From an optimization exercise on the open Yosys and OpenROAD flow, aimed at small area, a short achievable clock period and few clock cycles; shortcuts taken in it are not production practice. RTL that was checked went through simulation tests only; none was proved equivalent to the original.

## viterbi_top
module viterbi_top #(
    parameter N = 8,    
    parameter I = 3,    
    parameter K = 3,    
    parameter W = 16    
)(
    input                      clk,
    input                      rst_n,
    input                      start,
    input  [2:0]               length,
    input  [1:0]               obs_in,
    input                      obs_valid,
    input  signed [W-1:0]      logA_0,  logA_1,  logA_2,
    input  signed [W-1:0]      logA_3,  logA_4,  logA_5,
    input  signed [W-1:0]      logA_6,  logA_7,  logA_8,
    input  signed [W-1:0]      logC_0,  logC_1,  logC_2,
    input  signed [W-1:0]      logB_0,  logB_1,  logB_2,
    input  signed [W-1:0]      logB_3,  logB_4,  logB_5,
    input  signed [W-1:0]      logB_6,  logB_7,  logB_8,
    output [1:0]               path_0,
    output [1:0]               path_1,
    output [1:0]               path_2,
    output [1:0]               path_3,
    output [1:0]               path_4,
    output [1:0]               path_5,
    output [1:0]               path_6,
    output [1:0]               path_7,
    output reg                 done
);
Size: ~3600 cells after synthesis, roughly 95 flip-flops, roughly 360 I/O pins.
clock: 12.0 ns
lec_check: 0
abc_area: 1
cap_margin: 20
core_margin: 2
core_utilization: 40
slew_margin: 20
standard.sh (not shown) runs the stock make flow with config.mk's settings and CLKGATE_MAP_FILE= SYNTH_SCRIPT=/design/flow/synth_recipe.tcl, a recipe that flattens the netlist after the stock synthesis.
==> flow/flow/run.sh <==
#!/bin/bash
# Standard layout, with plain buffers on the ports and timing repair aimed
# below the clock period.
set -euo pipefail
bash standard.sh \
  "BUFFER_PORTS_ARGS=-buffer_cell sky130_fd_sc_hd__buf_2" \
  SETUP_SLACK_MARGIN=6.5 \
  finish > standard.log 2>&1
Then changed:
==> flow/run.sh (new file) <==
#!/bin/bash
# synth_recipe.tcl (not shown) runs the flow's synth.tcl, then flattens the netlist and writes it again
# the make line also repeats each setting of config.mk as NAME=value (left out here)
make -C /OpenROAD-flow-scripts/flow DESIGN_CONFIG=/design/flow/config.mk WORK_HOME=/design/flow/orfs CLKGATE_MAP_FILE= SYNTH_SCRIPT=/design/flow/synth_recipe.tcl finish
- SETUP_SLACK_MARGIN: default -> 5
removed: flow/flow/run.sh
removed: flow/standard.sh
The changed run passed the timing, DRC and antenna checks.
Worst setup slack is worse by 0.95 ns.
Cell count went down by 5.1%.
Global-route usage went down by 3.1 points.
Hold slack is better by 0.014 ns.
Via count went down by 7.9%.
Final area went down by 12%.
Then changed:
- SETUP_SLACK_MARGIN: 5 -> default
Effect: The changed run finished clean. Routed wire length falls by 2.1%. Final cell count falls by 0.53%. Hold slack is about the same. Setup slack degrades by 0.72 ns. Sequential cell count does not change. Die area stays the same.
Function was not checked in any run of this note: the RTL went through the layout flow alone.

========
Another version of the RTL of viterbi_top (not shown whole).
For scale: about 4100 cells after synthesis, roughly 240 flip-flops, ~360 I/O pins.
clock: 12.0 ns
lec_check: 0
abc_area: 1
cap_margin: 20
core_margin: 2
core_utilization: 40
slew_margin: 20
==> flow/flow/run.sh <==
#!/bin/bash
# The standard layout (standard.sh), with plain buffers on the ports and
# timing repair aimed below the clock period.
set -euo pipefail
bash standard.sh \
  "BUFFER_PORTS_ARGS=-buffer_cell sky130_fd_sc_hd__buf_2" \
  SETUP_SLACK_MARGIN=6.5  "ADDER_MAP_FILE=" \
  finish > standard.log 2>&1
Testbench counts at the start, summed over its fixed seeds: cycles 44,222.
==> next run, changes <==
--- a/flow/flow/run.sh
+++ b/flow/flow/run.sh
@@ -5,4 +5,4 @@
 bash standard.sh \
   "BUFFER_PORTS_ARGS=-buffer_cell sky130_fd_sc_hd__buf_2" \
-  SETUP_SLACK_MARGIN=6.5  "ADDER_MAP_FILE=" \
+  SETUP_SLACK_MARGIN=6.5  \
   finish > standard.log 2>&1
The changed run finished with timing, DRC and antenna clean.
Worst setup slack improved by 200 ps.
Cell count fell by 15%.
Final area is higher by 4.4%.

========
viterbi_top again, from the RTL that the note above started with.
==> flow/design.v (excerpt) <==
module viterbi_top #(
    parameter N = 8,    
    parameter I = 3,    
    parameter K = 3,    
    parameter W = 16    
)(
    input                      clk,
    input                      rst_n,
    input                      start,
    input  [2:0]               length,
    input  [1:0]               obs_in,
    input                      obs_valid,
    input  signed [W-1:0]      logA_0,  logA_1,  logA_2,
    input  signed [W-1:0]      logA_3,  logA_4,  logA_5,
    input  signed [W-1:0]      logA_6,  logA_7,  logA_8,
    input  signed [W-1:0]      logC_0,  logC_1,  logC_2,
    input  signed [W-1:0]      logB_0,  logB_1,  logB_2,
    input  signed [W-1:0]      logB_3,  logB_4,  logB_5,
    input  signed [W-1:0]      logB_6,  logB_7,  logB_8,
    output [1:0]               path_0,
    output [1:0]               path_1,
    output [1:0]               path_2,
    output [1:0]               path_3,
    output [1:0]               path_4,
    output [1:0]               path_5,
    output [1:0]               path_6,
    output [1:0]               path_7,
    output reg                 done
);
Settings: LEC_CHECK=0, CAP_MARGIN=20, CORE_MARGIN=2, CORE_UTILIZATION=40, SLEW_MARGIN=20; clock period 12.0 ns.
==> flow/flow/run.sh <==
#!/bin/bash
# The standard layout (standard.sh), with plain buffers on the ports and
# timing repair aimed below the clock period.
set -euo pipefail
bash standard.sh \
  "BUFFER_PORTS_ARGS=-buffer_cell sky130_fd_sc_hd__buf_2" \
  SETUP_SLACK_MARGIN=6.5  "ADDER_MAP_FILE=" \
  finish > standard.log 2>&1
The baseline finished clean.
Testbench counts at the start, summed over its fixed seeds: cycles 44,222.
Rerun with:
--- a/flow/flow/run.sh
+++ b/flow/flow/run.sh
@@ -7 +7 @@
-  SETUP_SLACK_MARGIN=6.5  "ADDER_MAP_FILE=" \
+  SETUP_SLACK_MARGIN=7.0  "ADDER_MAP_FILE=" \
ABC_AREA = 1   (was unset)
Result:
- The new run passed the timing, DRC and antenna checks
- synthesized area went up by 6.1%
- via count went up by 11%
- sequential share of layout area went up by 1.1 points
- core utilization went down by 5.5 points
- critical path depth went down by 3

==> re-timing with driven ports <==
Ports are ideal in the flow. The routed layouts listed here were re-timed in OpenROAD.
Step 1, drivers: a clkbuf_16 drives clk and a buf_2 each remaining input, both assumed.
Step 2 also shifts input and output timing later by t, the mid clock arrival at the registers, as if the neighbouring blocks saw the same clock.
a / b / c = no drivers / after step 1 / after step 2; a / b = the first two.
run	t (ns)	setup slack, ns	worst setup path after step 2
the first run of note 1	0.441	6.221 / 6.221 / 5.781	input to register
the second run of note 1	0.435	5.268 / 5.302 / 4.868	input to register
the third run of note 1	0.433	4.544 / 4.570 / 4.137	input to register
the first run of note 2	0.652	6.120 / 6.062 / 6.194	input to register
the second run of note 2	0.658	6.324 / 6.320 / 5.766	input to register
the first run of note 3	0.671	2.798 / 2.732 / 3.402	register to output
the second run of note 3	0.664	6.131 / 6.072 / 6.564	input to register
After both steps setup and hold are still met in every run listed. For the second run of note 2, which loses most, drivers alone change the setup slack by -0.004 ns; drivers and shift together by -0.558 ns.
